This is an optimization exercise on Yosys and OpenROAD, whose aim is small area, a short achievable clock period and few clock cycles per item, not a production implementation.
Only simulation tests tie the RTL to the original design; equivalence was not proved.
Power and IR drop assume default switching activity.

==> design.v <==
`default_nettype none `timescale 1ns / 1ns
module shift_add_multiplier #(
    parameter integer WIDTH = 16
) (
    input wire clk,
    input wire reset_n,
    input wire tvalid_slave_1,
    input signed [WIDTH-1:0] tdata_slave_1,
    output wire tready_slave_1,
    input wire tvalid_slave_2,
    input signed [WIDTH-1:0] tdata_slave_2,
    output wire tready_slave_2,
    output reg tvalid_master,
    output reg signed [WIDTH-1:0] tdata_master,
    input wire tready_master
);
  reg held_1;
  reg held_2;
  reg [WIDTH-1:0] factor_a;
  reg [WIDTH-1:0] factor_b;
  wire [WIDTH-1:0] product;
  wire advance = held_1 & held_2 & (~tvalid_master | tready_master);
  wire input_transaction_1 = tvalid_slave_1 & tready_slave_1;
  wire input_transaction_2 = tvalid_slave_2 & tready_slave_2;
  assign tready_slave_1 = ~held_1 | advance;
  assign tready_slave_2 = ~held_2 | advance;
  always @(posedge clk) begin
    if (input_transaction_1) factor_a <= tdata_slave_1;
    if (input_transaction_2) factor_b <= tdata_slave_2;
    if (advance) tdata_master <= product;
    if (!reset_n) begin
      held_1 <= 1'b0;
      held_2 <= 1'b0;
      tvalid_master <= 1'b0;
    end else begin
      held_1 <= input_transaction_1 | (held_1 & ~advance);
      held_2 <= input_transaction_2 | (held_2 & ~advance);
      tvalid_master <= advance | (tvalid_master & ~tready_master);
    end
  end
  wire [15:0] a = factor_a;
  wire [15:0] b = factor_b;
  wire pp1 = a[0] & b[0];
  wire pp2 = a[0] & b[1];
  wire pp3 = a[0] & b[2];
  wire pp4 = a[0] & b[3];
  wire pp5 = a[0] & b[4];
  wire pp6 = a[0] & b[5];
  wire pp7 = a[0] & b[6];
  wire pp8 = a[0] & b[7];
  wire pp9 = a[0] & b[8];
  wire pp10 = a[0] & b[9];
  wire pp11 = a[0] & b[10];
  wire pp12 = a[0] & b[11];
  wire pp13 = a[0] & b[12];
  wire pp14 = a[0] & b[13];
  wire pp15 = a[0] & b[14];
  wire pp16 = a[0] & b[15];
  wire pp17 = a[1] & b[0];
  wire pp18 = a[1] & b[1];
  wire pp19 = a[1] & b[2];
  wire pp20 = a[1] & b[3];
  wire pp21 = a[1] & b[4];
  wire pp22 = a[1] & b[5];
  wire pp23 = a[1] & b[6];
  wire pp24 = a[1] & b[7];
  wire pp25 = a[1] & b[8];
  wire pp26 = a[1] & b[9];
  wire pp27 = a[1] & b[10];
  wire pp28 = a[1] & b[11];
  wire pp29 = a[1] & b[12];
  wire pp30 = a[1] & b[13];
  wire pp31 = a[1] & b[14];
  wire pp32 = a[2] & b[0];
  wire pp33 = a[2] & b[1];
  wire pp34 = a[2] & b[2];
  wire pp35 = a[2] & b[3];
  wire pp36 = a[2] & b[4];
  wire pp37 = a[2] & b[5];
  wire pp38 = a[2] & b[6];
  wire pp39 = a[2] & b[7];
  wire pp40 = a[2] & b[8];
  wire pp41 = a[2] & b[9];
  wire pp42 = a[2] & b[10];
  wire pp43 = a[2] & b[11];
  wire pp44 = a[2] & b[12];
  wire pp45 = a[2] & b[13];
  wire pp46 = a[3] & b[0];
  wire pp47 = a[3] & b[1];
  wire pp48 = a[3] & b[2];
  wire pp49 = a[3] & b[3];
  wire pp50 = a[3] & b[4];
  wire pp51 = a[3] & b[5];
  wire pp52 = a[3] & b[6];
  wire pp53 = a[3] & b[7];
  wire pp54 = a[3] & b[8];
  wire pp55 = a[3] & b[9];
  wire pp56 = a[3] & b[10];
  wire pp57 = a[3] & b[11];
  wire pp58 = a[3] & b[12];
  wire pp59 = a[4] & b[0];
  wire pp60 = a[4] & b[1];
  wire pp61 = a[4] & b[2];
  wire pp62 = a[4] & b[3];
  wire pp63 = a[4] & b[4];
  wire pp64 = a[4] & b[5];
  wire pp65 = a[4] & b[6];
  wire pp66 = a[4] & b[7];
  wire pp67 = a[4] & b[8];
  wire pp68 = a[4] & b[9];
  wire pp69 = a[4] & b[10];
  wire pp70 = a[4] & b[11];
  wire pp71 = a[5] & b[0];
  wire pp72 = a[5] & b[1];
  wire pp73 = a[5] & b[2];
  wire pp74 = a[5] & b[3];
  wire pp75 = a[5] & b[4];
  wire pp76 = a[5] & b[5];
  wire pp77 = a[5] & b[6];
  wire pp78 = a[5] & b[7];
  wire pp79 = a[5] & b[8];
  wire pp80 = a[5] & b[9];
  wire pp81 = a[5] & b[10];
  wire pp82 = a[6] & b[0];
  wire pp83 = a[6] & b[1];
  wire pp84 = a[6] & b[2];
  wire pp85 = a[6] & b[3];
  wire pp86 = a[6] & b[4];
  wire pp87 = a[6] & b[5];
  wire pp88 = a[6] & b[6];
  wire pp89 = a[6] & b[7];
  wire pp90 = a[6] & b[8];
  wire pp91 = a[6] & b[9];
  wire pp92 = a[7] & b[0];
  wire pp93 = a[7] & b[1];
  wire pp94 = a[7] & b[2];
  wire pp95 = a[7] & b[3];
  wire pp96 = a[7] & b[4];
  wire pp97 = a[7] & b[5];
  wire pp98 = a[7] & b[6];
  wire pp99 = a[7] & b[7];
  wire pp100 = a[7] & b[8];
  wire pp101 = a[8] & b[0];
  wire pp102 = a[8] & b[1];
  wire pp103 = a[8] & b[2];
  wire pp104 = a[8] & b[3];
  wire pp105 = a[8] & b[4];
  wire pp106 = a[8] & b[5];
  wire pp107 = a[8] & b[6];
  wire pp108 = a[8] & b[7];
  wire pp109 = a[9] & b[0];
  wire pp110 = a[9] & b[1];
  wire pp111 = a[9] & b[2];
  wire pp112 = a[9] & b[3];
  wire pp113 = a[9] & b[4];
  wire pp114 = a[9] & b[5];
  wire pp115 = a[9] & b[6];
  wire pp116 = a[10] & b[0];
  wire pp117 = a[10] & b[1];
  wire pp118 = a[10] & b[2];
  wire pp119 = a[10] & b[3];
  wire pp120 = a[10] & b[4];
  wire pp121 = a[10] & b[5];
  wire pp122 = a[11] & b[0];
  wire pp123 = a[11] & b[1];
  wire pp124 = a[11] & b[2];
  wire pp125 = a[11] & b[3];
  wire pp126 = a[11] & b[4];
  wire pp127 = a[12] & b[0];
  wire pp128 = a[12] & b[1];
  wire pp129 = a[12] & b[2];
  wire pp130 = a[12] & b[3];
  wire pp131 = a[13] & b[0];
  wire pp132 = a[13] & b[1];
  wire pp133 = a[13] & b[2];
  wire pp134 = a[14] & b[0];
  wire pp135 = a[14] & b[1];
  wire pp136 = a[15] & b[0];
  wire s137, s138;
  sam_ha u_s137 (.a(pp14), .b(pp29), .s(s137), .co(s138));
  wire s139, s140;
  sam_fa u_s139 (.a(pp15), .b(pp30), .c(pp44), .s(s139), .co(s140));
  wire s141, s142;
  sam_ha u_s141 (.a(pp57), .b(pp69), .s(s141), .co(s142));
  wire s143, s144;
  sam_ha u_s143 (.a(pp10), .b(pp25), .s(s143), .co(s144));
  wire s145, s146;
  sam_fa u_s145 (.a(pp11), .b(pp26), .c(pp40), .s(s145), .co(s146));
  wire s147, s148;
  sam_ha u_s147 (.a(pp53), .b(pp65), .s(s147), .co(s148));
  wire s149, s150;
  sam_fa u_s149 (.a(pp12), .b(pp27), .c(pp41), .s(s149), .co(s150));
  wire s151, s152;
  sam_fa u_s151 (.a(pp54), .b(pp66), .c(pp77), .s(s151), .co(s152));
  wire s153, s154;
  sam_ha u_s153 (.a(pp87), .b(pp96), .s(s153), .co(s154));
  wire s155, s156;
  sam_fa u_s155 (.a(pp13), .b(pp28), .c(pp42), .s(s155), .co(s156));
  wire s157, s158;
  sam_fa u_s157 (.a(pp55), .b(pp67), .c(pp78), .s(s157), .co(s158));
  wire s159, s160;
  sam_fa u_s159 (.a(pp88), .b(pp97), .c(pp105), .s(s159), .co(s160));
  wire s161, s162;
  sam_ha u_s161 (.a(pp112), .b(pp118), .s(s161), .co(s162));
  wire s163, s164;
  sam_fa u_s163 (.a(pp43), .b(pp56), .c(pp68), .s(s163), .co(s164));
  wire s165, s166;
  sam_fa u_s165 (.a(pp79), .b(pp89), .c(pp98), .s(s165), .co(s166));
  wire s167, s168;
  sam_fa u_s167 (.a(pp106), .b(pp113), .c(pp119), .s(s167), .co(s168));
  wire s169, s170;
  sam_fa u_s169 (.a(pp124), .b(pp128), .c(pp131), .s(s169), .co(s170));
  wire s171, s172;
  sam_fa u_s171 (.a(pp80), .b(pp90), .c(pp99), .s(s171), .co(s172));
  wire s173, s174;
  sam_fa u_s173 (.a(pp107), .b(pp114), .c(pp120), .s(s173), .co(s174));
  wire s175, s176;
  sam_fa u_s175 (.a(pp125), .b(pp129), .c(pp132), .s(s175), .co(s176));
  wire s177, s178;
  sam_fa u_s177 (.a(pp134), .b(s138), .c(s141), .s(s177), .co(s178));
  wire s179, s180;
  sam_ha u_s179 (.a(pp7), .b(pp22), .s(s179), .co(s180));
  wire s181, s182;
  sam_fa u_s181 (.a(pp8), .b(pp23), .c(pp37), .s(s181), .co(s182));
  wire s183, s184;
  sam_ha u_s183 (.a(pp50), .b(pp62), .s(s183), .co(s184));
  wire s185, s186;
  sam_fa u_s185 (.a(pp9), .b(pp24), .c(pp38), .s(s185), .co(s186));
  wire s187, s188;
  sam_fa u_s187 (.a(pp51), .b(pp63), .c(pp74), .s(s187), .co(s188));
  wire s189, s190;
  sam_ha u_s189 (.a(pp84), .b(pp93), .s(s189), .co(s190));
  wire s191, s192;
  sam_fa u_s191 (.a(pp39), .b(pp52), .c(pp64), .s(s191), .co(s192));
  wire s193, s194;
  sam_fa u_s193 (.a(pp75), .b(pp85), .c(pp94), .s(s193), .co(s194));
  wire s195, s196;
  sam_fa u_s195 (.a(pp102), .b(pp109), .c(s143), .s(s195), .co(s196));
  wire s197, s198;
  sam_fa u_s197 (.a(pp76), .b(pp86), .c(pp95), .s(s197), .co(s198));
  wire s199, s200;
  sam_fa u_s199 (.a(pp103), .b(pp110), .c(pp116), .s(s199), .co(s200));
  wire s201, s202;
  sam_fa u_s201 (.a(s144), .b(s147), .c(s145), .s(s201), .co(s202));
  wire s203, s204;
  sam_fa u_s203 (.a(pp104), .b(pp111), .c(pp117), .s(s203), .co(s204));
  wire s205, s206;
  sam_fa u_s205 (.a(pp122), .b(s148), .c(s153), .s(s205), .co(s206));
  wire s207, s208;
  sam_fa u_s207 (.a(s146), .b(s149), .c(s151), .s(s207), .co(s208));
  wire s209, s210;
  sam_fa u_s209 (.a(pp123), .b(pp127), .c(s154), .s(s209), .co(s210));
  wire s211, s212;
  sam_fa u_s211 (.a(s161), .b(s150), .c(s152), .s(s211), .co(s212));
  wire s213, s214;
  sam_fa u_s213 (.a(s155), .b(s157), .c(s159), .s(s213), .co(s214));
  wire s215, s216;
  sam_fa u_s215 (.a(s162), .b(s137), .c(s156), .s(s215), .co(s216));
  wire s217, s218;
  sam_fa u_s217 (.a(s158), .b(s160), .c(s163), .s(s217), .co(s218));
  wire s219, s220;
  sam_fa u_s219 (.a(s165), .b(s167), .c(s169), .s(s219), .co(s220));
  wire s221, s222;
  sam_fa u_s221 (.a(s164), .b(s166), .c(s168), .s(s221), .co(s222));
  wire s223, s224;
  sam_fa u_s223 (.a(s170), .b(s139), .c(s171), .s(s223), .co(s224));
  wire s225, s226;
  sam_fa u_s225 (.a(s173), .b(s175), .c(s177), .s(s225), .co(s226));
  wire s227, s228;
  sam_ha u_s227 (.a(pp5), .b(pp20), .s(s227), .co(s228));
  wire s229, s230;
  sam_fa u_s229 (.a(pp6), .b(pp21), .c(pp35), .s(s229), .co(s230));
  wire s231, s232;
  sam_ha u_s231 (.a(pp48), .b(pp60), .s(s231), .co(s232));
  wire s233, s234;
  sam_fa u_s233 (.a(pp36), .b(pp49), .c(pp61), .s(s233), .co(s234));
  wire s235, s236;
  sam_fa u_s235 (.a(pp72), .b(pp82), .c(s179), .s(s235), .co(s236));
  wire s237, s238;
  sam_fa u_s237 (.a(pp73), .b(pp83), .c(pp92), .s(s237), .co(s238));
  wire s239, s240;
  sam_fa u_s239 (.a(s180), .b(s183), .c(s181), .s(s239), .co(s240));
  wire s241, s242;
  sam_fa u_s241 (.a(pp101), .b(s184), .c(s189), .s(s241), .co(s242));
  wire s243, s244;
  sam_fa u_s243 (.a(s182), .b(s185), .c(s187), .s(s243), .co(s244));
  wire s245, s246;
  sam_fa u_s245 (.a(s190), .b(s186), .c(s188), .s(s245), .co(s246));
  wire s247, s248;
  sam_fa u_s247 (.a(s191), .b(s193), .c(s195), .s(s247), .co(s248));
  wire s249, s250;
  sam_fa u_s249 (.a(s192), .b(s194), .c(s197), .s(s249), .co(s250));
  wire s251, s252;
  sam_fa u_s251 (.a(s199), .b(s196), .c(s201), .s(s251), .co(s252));
  wire s253, s254;
  sam_fa u_s253 (.a(s198), .b(s200), .c(s203), .s(s253), .co(s254));
  wire s255, s256;
  sam_fa u_s255 (.a(s205), .b(s202), .c(s207), .s(s255), .co(s256));
  wire s257, s258;
  sam_fa u_s257 (.a(s204), .b(s206), .c(s209), .s(s257), .co(s258));
  wire s259, s260;
  sam_fa u_s259 (.a(s211), .b(s208), .c(s213), .s(s259), .co(s260));
  wire s261, s262;
  sam_fa u_s261 (.a(s210), .b(s212), .c(s215), .s(s261), .co(s262));
  wire s263, s264;
  sam_fa u_s263 (.a(s214), .b(s217), .c(s219), .s(s263), .co(s264));
  wire s265, s266;
  sam_fa u_s265 (.a(s216), .b(s221), .c(s218), .s(s265), .co(s266));
  wire s267, s268;
  sam_fa u_s267 (.a(s220), .b(s223), .c(s225), .s(s267), .co(s268));
  wire s269, s270;
  sam_ha u_s269 (.a(pp4), .b(pp19), .s(s269), .co(s270));
  wire s271, s272;
  sam_fa u_s271 (.a(pp34), .b(pp47), .c(pp59), .s(s271), .co(s272));
  wire s273, s274;
  sam_fa u_s273 (.a(pp71), .b(s228), .c(s231), .s(s273), .co(s274));
  wire s275, s276;
  sam_fa u_s275 (.a(s232), .b(s230), .c(s233), .s(s275), .co(s276));
  wire s277, s278;
  sam_fa u_s277 (.a(s234), .b(s237), .c(s236), .s(s277), .co(s278));
  wire s279, s280;
  sam_fa u_s279 (.a(s238), .b(s241), .c(s240), .s(s279), .co(s280));
  wire s281, s282;
  sam_fa u_s281 (.a(s242), .b(s245), .c(s244), .s(s281), .co(s282));
  wire s283, s284;
  sam_fa u_s283 (.a(s246), .b(s249), .c(s248), .s(s283), .co(s284));
  wire s285, s286;
  sam_fa u_s285 (.a(s250), .b(s253), .c(s252), .s(s285), .co(s286));
  wire s287, s288;
  sam_fa u_s287 (.a(s254), .b(s257), .c(s256), .s(s287), .co(s288));
  wire s289, s290;
  sam_fa u_s289 (.a(s258), .b(s261), .c(s260), .s(s289), .co(s290));
  wire s291, s292;
  sam_fa u_s291 (.a(s262), .b(s265), .c(s264), .s(s291), .co(s292));
  wire s293, s294;
  sam_ha u_s293 (.a(pp3), .b(pp18), .s(s293), .co(s294));
  wire s295, s296;
  sam_fa u_s295 (.a(pp33), .b(pp46), .c(s269), .s(s295), .co(s296));
  wire s297, s298;
  sam_fa u_s297 (.a(s270), .b(s227), .c(s271), .s(s297), .co(s298));
  wire s299, s300;
  sam_fa u_s299 (.a(s272), .b(s229), .c(s273), .s(s299), .co(s300));
  wire s301, s302;
  sam_fa u_s301 (.a(s274), .b(s235), .c(s275), .s(s301), .co(s302));
  wire s303, s304;
  sam_fa u_s303 (.a(s276), .b(s239), .c(s277), .s(s303), .co(s304));
  wire s305, s306;
  sam_fa u_s305 (.a(s243), .b(s278), .c(s279), .s(s305), .co(s306));
  wire s307, s308;
  sam_fa u_s307 (.a(s247), .b(s280), .c(s281), .s(s307), .co(s308));
  wire s309, s310;
  sam_fa u_s309 (.a(s282), .b(s251), .c(s283), .s(s309), .co(s310));
  wire s311, s312;
  sam_fa u_s311 (.a(s255), .b(s284), .c(s285), .s(s311), .co(s312));
  wire s313, s314;
  sam_fa u_s313 (.a(s259), .b(s286), .c(s287), .s(s313), .co(s314));
  wire s315, s316;
  sam_fa u_s315 (.a(s263), .b(s288), .c(s289), .s(s315), .co(s316));
  wire s317, s318;
  sam_fa u_s317 (.a(s267), .b(s290), .c(s291), .s(s317), .co(s318));
  wire g319 = pp2 & pp17;
  wire p320 = pp2 ^ pp17;
  wire g321 = pp32 & s293;
  wire p322 = pp32 ^ s293;
  wire g323 = s295 & s294;
  wire p324 = s295 ^ s294;
  wire g325 = s297 & s296;
  wire p326 = s297 ^ s296;
  wire g327 = s299 & s298;
  wire p328 = s299 ^ s298;
  wire g329 = s301 & s300;
  wire p330 = s301 ^ s300;
  wire g331 = s303 & s302;
  wire p332 = s303 ^ s302;
  wire g333 = s305 & s304;
  wire p334 = s305 ^ s304;
  wire g335 = s307 & s306;
  wire p336 = s307 ^ s306;
  wire g337 = s309 & s308;
  wire p338 = s309 ^ s308;
  wire g339 = s311 & s310;
  wire p340 = s311 ^ s310;
  wire g341 = s313 & s312;
  wire p342 = s313 ^ s312;
  wire g343 = s315 & s314;
  wire p344 = s315 ^ s314;
  wire g345 = s317 & s316;
  wire p346 = s317 ^ s316;
  wire P347 = p320 & pp1;
  wire G348 = g321 | (p322 & g319);
  wire P349 = p322 & p320;
  wire G350 = g323 | (p324 & g321);
  wire P351 = p324 & p322;
  wire G352 = g325 | (p326 & g323);
  wire P353 = p326 & p324;
  wire G354 = g327 | (p328 & g325);
  wire P355 = p328 & p326;
  wire G356 = g329 | (p330 & g327);
  wire P357 = p330 & p328;
  wire G358 = g331 | (p332 & g329);
  wire P359 = p332 & p330;
  wire G360 = g333 | (p334 & g331);
  wire P361 = p334 & p332;
  wire G362 = g335 | (p336 & g333);
  wire P363 = p336 & p334;
  wire G364 = g337 | (p338 & g335);
  wire P365 = p338 & p336;
  wire G366 = g339 | (p340 & g337);
  wire P367 = p340 & p338;
  wire G368 = g341 | (p342 & g339);
  wire P369 = p342 & p340;
  wire G370 = g343 | (p344 & g341);
  wire P371 = p344 & p342;
  wire G372 = g345 | (p346 & g343);
  wire P373 = p346 & p344;
  wire P374 = P349 & pp1;
  wire G375 = G350 | (P351 & g319);
  wire P376 = P351 & P347;
  wire G377 = G352 | (P353 & G348);
  wire P378 = P353 & P349;
  wire G379 = G354 | (P355 & G350);
  wire P380 = P355 & P351;
  wire G381 = G356 | (P357 & G352);
  wire P382 = P357 & P353;
  wire G383 = G358 | (P359 & G354);
  wire P384 = P359 & P355;
  wire G385 = G360 | (P361 & G356);
  wire P386 = P361 & P357;
  wire G387 = G362 | (P363 & G358);
  wire P388 = P363 & P359;
  wire G389 = G364 | (P365 & G360);
  wire P390 = P365 & P361;
  wire G391 = G366 | (P367 & G362);
  wire P392 = P367 & P363;
  wire G393 = G368 | (P369 & G364);
  wire P394 = P369 & P365;
  wire G395 = G370 | (P371 & G366);
  wire P396 = P371 & P367;
  wire G397 = G372 | (P373 & G368);
  wire P398 = P373 & P369;
  wire P399 = P378 & pp1;
  wire G400 = G379 | (P380 & g319);
  wire P401 = P380 & P347;
  wire G402 = G381 | (P382 & G348);
  wire P403 = P382 & P374;
  wire G404 = G383 | (P384 & G375);
  wire P405 = P384 & P376;
  wire G406 = G385 | (P386 & G377);
  wire P407 = P386 & P378;
  wire G408 = G387 | (P388 & G379);
  wire P409 = P388 & P380;
  wire G410 = G389 | (P390 & G381);
  wire P411 = P390 & P382;
  wire G412 = G391 | (P392 & G383);
  wire P413 = P392 & P384;
  wire G414 = G393 | (P394 & G385);
  wire P415 = P394 & P386;
  wire G416 = G395 | (P396 & G387);
  wire P417 = P396 & P388;
  wire G418 = G397 | (P398 & G389);
  wire P419 = P398 & P390;
  wire P420 = P407 & pp1;
  wire G421 = G408 | (P409 & g319);
  wire P422 = P409 & P347;
  wire G423 = G410 | (P411 & G348);
  wire P424 = P411 & P374;
  wire G425 = G412 | (P413 & G375);
  wire P426 = P413 & P376;
  wire G427 = G414 | (P415 & G377);
  wire P428 = P415 & P399;
  wire G429 = G416 | (P417 & G400);
  wire P430 = P417 & P401;
  wire G431 = G418 | (P419 & G402);
  wire P432 = P419 & P403;
  wire r433 = p322 ^ g319;
  wire r434 = p324 ^ G348;
  wire r435 = p326 ^ G375;
  wire r436 = p328 ^ G377;
  wire r437 = p330 ^ G400;
  wire r438 = p332 ^ G402;
  wire r439 = p334 ^ G404;
  wire r440 = p336 ^ G406;
  wire r441 = p338 ^ G421;
  wire r442 = p340 ^ G423;
  wire r443 = p342 ^ G425;
  wire r444 = p344 ^ G427;
  wire r445 = p346 ^ G429;
  wire x446 = pp100 ^ pp108;
  wire x447 = pp115 ^ pp121;
  wire x448 = pp126 ^ pp130;
  wire x449 = pp133 ^ pp135;
  wire x450 = pp136 ^ pp16;
  wire x451 = pp31 ^ pp45;
  wire x452 = pp58 ^ pp70;
  wire x453 = pp81 ^ pp91;
  wire x454 = s142 ^ x446;
  wire x455 = x447 ^ x448;
  wire x456 = x449 ^ x450;
  wire x457 = x451 ^ x452;
  wire x458 = x453 ^ s140;
  wire x459 = s172 ^ s174;
  wire x460 = s176 ^ x454;
  wire x461 = x455 ^ x456;
  wire x462 = x457 ^ x458;
  wire x463 = x459 ^ x460;
  wire x464 = x461 ^ s178;
  wire x465 = s222 ^ x462;
  wire x466 = x463 ^ x464;
  wire x467 = s224 ^ x465;
  wire x468 = x466 ^ s226;
  wire x469 = x467 ^ s266;
  wire x470 = x468 ^ x469;
  wire x471 = s268 ^ x470;
  wire x472 = s292 ^ x471;
  wire x473 = x472 ^ s318;
  wire x474 = x473 ^ G431;
  assign product = {x474, r445, r444, r443, r442, r441, r440, r439, r438, r437, r436, r435, r434, r433, p320, pp1};
endmodule
module sam_fa (
    input wire a,
    input wire b,
    input wire c,
    output wire s,
    output wire co
);
  assign s  = a ^ b ^ c;
  assign co = (a & b) | (a & c) | (b & c);
endmodule
module sam_ha (
    input wire a,
    input wire b,
    output wire s,
    output wire co
);
  assign s  = a ^ b;
  assign co = a & b;
endmodule
module sam_bsel (
    input wire x1,
    input wire x2,
    input wire one,
    input wire two,
    input wire neg,
    output wire pp
);
  assign pp = ((one & x1) | (two & x2)) ^ neg;
endmodule
==> run.sh <==
#!/bin/bash
# synth_recipe.tcl (not shown) runs the flow's synth.tcl, then flattens the netlist and writes it again
# the make line also repeats each setting of config.mk as NAME=value (left out here)
make -C /OpenROAD-flow-scripts/flow DESIGN_CONFIG=/design/flow/config.mk WORK_HOME=/design/flow/orfs CLKGATE_MAP_FILE= SYNTH_SCRIPT=/design/flow/synth_recipe.tcl finish
==> config.mk <==
export PLATFORM = sky130hd
export DESIGN_NAME = shift_add_multiplier
export DESIGN_NICKNAME = shift_add_multiplier
export VERILOG_FILES = /design/flow/design.v
export SDC_FILE = /design/flow/constraint.sdc
export NUM_CORES = 4
export LEC_CHECK = 0
export CAP_MARGIN = 20
export CORE_MARGIN = 2
export CORE_UTILIZATION = 40
export SLEW_MARGIN = 20
export SYNTH_HIERARCHICAL = 1
==> constraint.sdc <==
create_clock -name core_clock -period 5.0 [get_ports {clk}]
set_input_delay 1.0000 -clock core_clock [delete_from_list [all_inputs] [get_ports {clk}]]
set_output_delay 1.0000 -clock core_clock [all_outputs]
set_load 0.01 [all_outputs]
==> results.json <==
{
  "pwr-share-seq_pct": 23.7,
  "syn_avg_cell_area_um2": 12.20,
  "num_rows": 40,
  "clkPwrFrac_pct": 12.8,
  "drtIter0Drc": 155,
  "fillers": 1113,
  "period_minus_slack_ns": 4.604,
  "worstPathRequired_ns": 5.06,
  "gp_congestion": 0.8402,
  "path_class": "register to register",
  "synth_common_cells": "121 x and2_1, 79 x fa_1, 48 x edfxtp_1, 32 x xnor2_1, 27 x ha_1",
  "synth-seq-cells": 51,
  "leakagePower_nw": 2.385,
  "cap_violations": 0,
  "synth.most_common_cell": "and2_1",
  "grt_util_all_layers_pct": 18.73,
  "drv_slew": 0,
  "hold_viol": 0,
  "switchingPower_mw": 1.084,
  "fin_worst_skew_ns": 0.005590,
  "clk_latency_ns": 0.30,
  "setup_viol": 0,
  "status": "complete, no violations",
  "seq_area_frac_synth_pct": 30.02,
  "wl_per_cell_um": 17.83,
  "clockBufferDepth": 2,
  "crit_path_max_fanout": 14,
  "die_w_um": 115.8,
  "comb_power_share_pct": 63.5,
  "drive_gt1_share_pct": 3.863,
  "synth_top_area_cell": "fa_1",
  "cpMostUsedCell": "fa_1",
  "slowest_delay_ns": 0.58,
  "swShare_pct": 38.70,
  "die_y_um": 115.8,
  "cellPowerDensity_mw_per_mm2": 474.6,
  "synth_enable_flop_cells": 48,
  "antenna_cells": 0,
  "ys.flop_type": "edfxtp_1",
  "cts_resized": 0,
  "cts_tree": "built",
  "cts_hold_buf": 0,
  "min-delay-start": "held_2$_SDFF_PN0_",
  "ant_nets": 0,
  "place_ws_ns": 0.4178,
  "h-tree-depth": 2,
  "critPathLaunch": "factor_a[2]$_DFFE_PP_",
  "pin_count": 56,
  "wl_um": 11300,
  "hold_class": "register to register",
  "nets": 608,
  "crit_path_end_kind": "register",
  "finalPower_mw": 2.802,
  "cp-start-kind": "register",
  "core_mm2": 0.01211,
  "reg2reg_from": "factor_a[2]$_DFFE_PP_",
  "via_per_inst": 4.803,
  "cp_slowest_cell": "edfxtp_1",
  "internal-power_mw": 1.718,
  "synth_top_area_share_pct": 31.62,
  "grt_max_degree": 18,
  "tightest_slew_ns": 0.7559,
  "numCtsBuffers": 5,
  "final.period_utilization_pct": 92.07,
  "grt_pass1_wl_um": 18760,
  "synth_cells": 410,
  "grt_pass1_vias": 3480,
  "root_buffer": "clkbuf_16",
  "cts_setup_buffers": 0,
  "ys_types": 31,
  "final_util_pct": 48.74,
  "cts_sinks": 51,
  "start_util_pct": 41.30,
  "synth.area.top_cells": "fa_1 32%, edfxtp_1 29%, and2_1 15%",
  "finalSetupTns_ns": 0,
  "synth_area_mm2": 0.005002,
  "cp.arrival_ns": 4.66,
  "grt-ovfl-total": 0,
  "dp_hpwl_um": 8993,
  "route.detailed.drc": 0,
  "async_flop_share_pct": 0,
  "drtPass1Iterations": 4,
  "crit_chain": "and2_1 > fa_1 > fa_1 > fa_1 > fa_1 > fa_1 > ha_1 > o21ai_0 > nor2_1 > a21o_1 > o41a_1 > xnor2_1",
  "place.port_buffers": 55,
  "antenna_found_initial": 0,
  "relSlewSlack_pct": 49.61,
  "rsz0062_at_grt": "false",
  "num_vias": 3045,
  "fin_ws_ns": 0.3964,
  "fmax_mhz": 217.2,
  "yosysWarnings": 7,
  "synth_nets": 553,
  "clk_pin_slew_ns": 0.08,
  "vdd_drop_max_v": 0.0002659,
  "syn2layout_area_growth_pct": 18.01,
  "fp.dieArea_mm2": 0.01342
}
[sequential cells by signal (all words and copies together) (netlist names)]
register and flops:
factor_a 16, held_1 1, tdata_master 16, factor_b 16, tvalid_master 1, held_2 1
[kinds of logic (layout without fill, tap and decap cells)]
kind of cell / after synthesis / in the layout / share of synthesized area, %
adders and majority gates: 106 / 106 / 38.37
xor gates and xnor gates: 41 / 41 / 7.329
DFF: 51 / 51 / 30.02
AOI/OAI and AO/OA: 28 / 28 / 3.777
and+or+nand+nor: 165 / 165 / 19.08
buffers and inverters: 19 / 75 / 1.426
[critical path, delay by kind of cell (launching register included)]
| kind | cells | cell delay [ns] |
|---|---|---|
| and+or+nand+nor | 2 | 0.32 |
| DFF | 1 | 0.58 |
| adders and majority gates | 6 | 2.59 |
| xor gates and xnor gates | 1 | 0.13 |
| AOI/OAI and AO/OA | 3 | 0.75 |
[routing by layer]
layer | vias to the layer above | wire, um | part of all wire (%) | GRT usage, %
met3 | 11 | 463 | 4.1 | 3.661
met2 | 74 | 5352 | 47 | 31.58
met1 | 1516 | 5294 | 47 | 25.09
li1 | 1444 | - | - | -
met5 | - | 0 | 0 | 0
met4 | 0 | 193 | 1.7 | 4.683
[power by group through the flow]
stage	Clock, mW	Sequential, mW	Combinational, mW
5_1_grt	0.384	0.672	2.00
4_1_cts	0.364	0.666	1.79
6_report	0.359	0.665	1.78
2_1_floorplan	0	0.673	1.38
3_5_place_dp	0	0.676	1.78
3_3_place_gp	0	0.675	1.74
[final timing paths]
path,endpoint,slack (ns),depth (start not counted)
worst max-delay path,tdata_master[15]$_DFFE_PP_,0.40,12
worst min-delay path,tvalid_master$_SDFF_PN0_,0.52,2
worst max register to register,tdata_master[15]$_DFFE_PP_,0.40,12
worst min register to register,tvalid_master$_SDFF_PN0_,0.52,2
[modules after synthesis (local to each module, per instance)]
module | cells | area, um2 | times used | flops+latches
shift_add_multiplier | 319 | 3278 | 1 | 51
sam_fa | 1 | 20.02 | 78 | 0
sam_ha | 1 | 12.51 | 13 | 0
[metrics by stage]
step / hold WS, ns / area (um2) / cells
6_report: 0.5165 / 5903 / 634
5_1_grt: 0.5710 / 5903 / 634
4_1_cts: 0.5234 / 5903 / 634
3_5_place_dp: 0.5128 / 5756 / 626
3_3_place_gp: 0.4913 / 5756 / 626
2_1_floorplan: 0.4705 / 5002 / 410
[cells in the final DEF, fill, tap and decap left out, types with 2 or more instances in the layout]
| master | netlist | routed |
|---|---|---|
| dfxtp_1 | 3 | 3 |
| nand2b_1 | 4 | 4 |
| fa_1 | 79 | 79 |
| xnor2_1 | 32 | 32 |
| o21ai_1 | 2 | 2 |
| nand3_1 | 3 | 3 |
| edfxtp_1 | 48 | 48 |
| a21o_1 | 4 | 4 |
| xor2_1 | 8 | 8 |
| clkdlybuf4s50_1 | 0 | 55 |
| inv_1 | 7 | 7 |
| nand2_1 | 22 | 22 |
| nor2b_1 | 3 | 3 |
| a21oi_1 | 10 | 10 |
| nor2_1 | 7 | 7 |
| o21a_1 | 2 | 2 |
| ha_1 | 27 | 27 |
| nor3_1 | 2 | 2 |
| and2_1 | 121 | 121 |
| o21ai_0 | 2 | 2 |
| o21bai_1 | 2 | 2 |
| buf_4 | 0 | 5 |
| clkbuf_16 | 0 | 5 |
[layout make-up]
class / count / area, um2 / share of cell area [%]
clock buffer: 5 / 125.1 / 2.120
clock inverter: 3 / 22.52 / 0.3815
inverter: 7 / 26.28 / 0.4451
multi-input combinational: 340 / 3430 / 58.10
sequential: 51 / 1501 / 25.43
tap: 168 / 210.2 / 3.561
timing repair buffer: 60 / 588.1 / 9.962
Testbench counts, summed over its fixed seeds: cycles 1,216, items 1,200.

[port drivers added, routing unchanged]
No port has a modelled driver above. Below, the same layout with a new extraction and two added sets of constraints.
Step 1, drivers: a clkbuf_16 drives clk and a buf_2 each remaining input, both assumed.
Step 2, shift: input delay + t, output delay - t, t = (earliest + latest rising clock arrival at the registers) / 2. This alone moves slack from input paths to output paths.
a / b / c = ideal / step 1 / step 2; a / b = the first two.
t (ns): 0.335
setup slack, ns: 0.396 / 0.396 / 0.396
worst hold slack (ns): 0.516 / 0.516 / 0.516
After both steps setup and hold are still met in this run. The setup slack of this run moves by 0.000 ns with the drivers and by 0.000 ns with both steps.
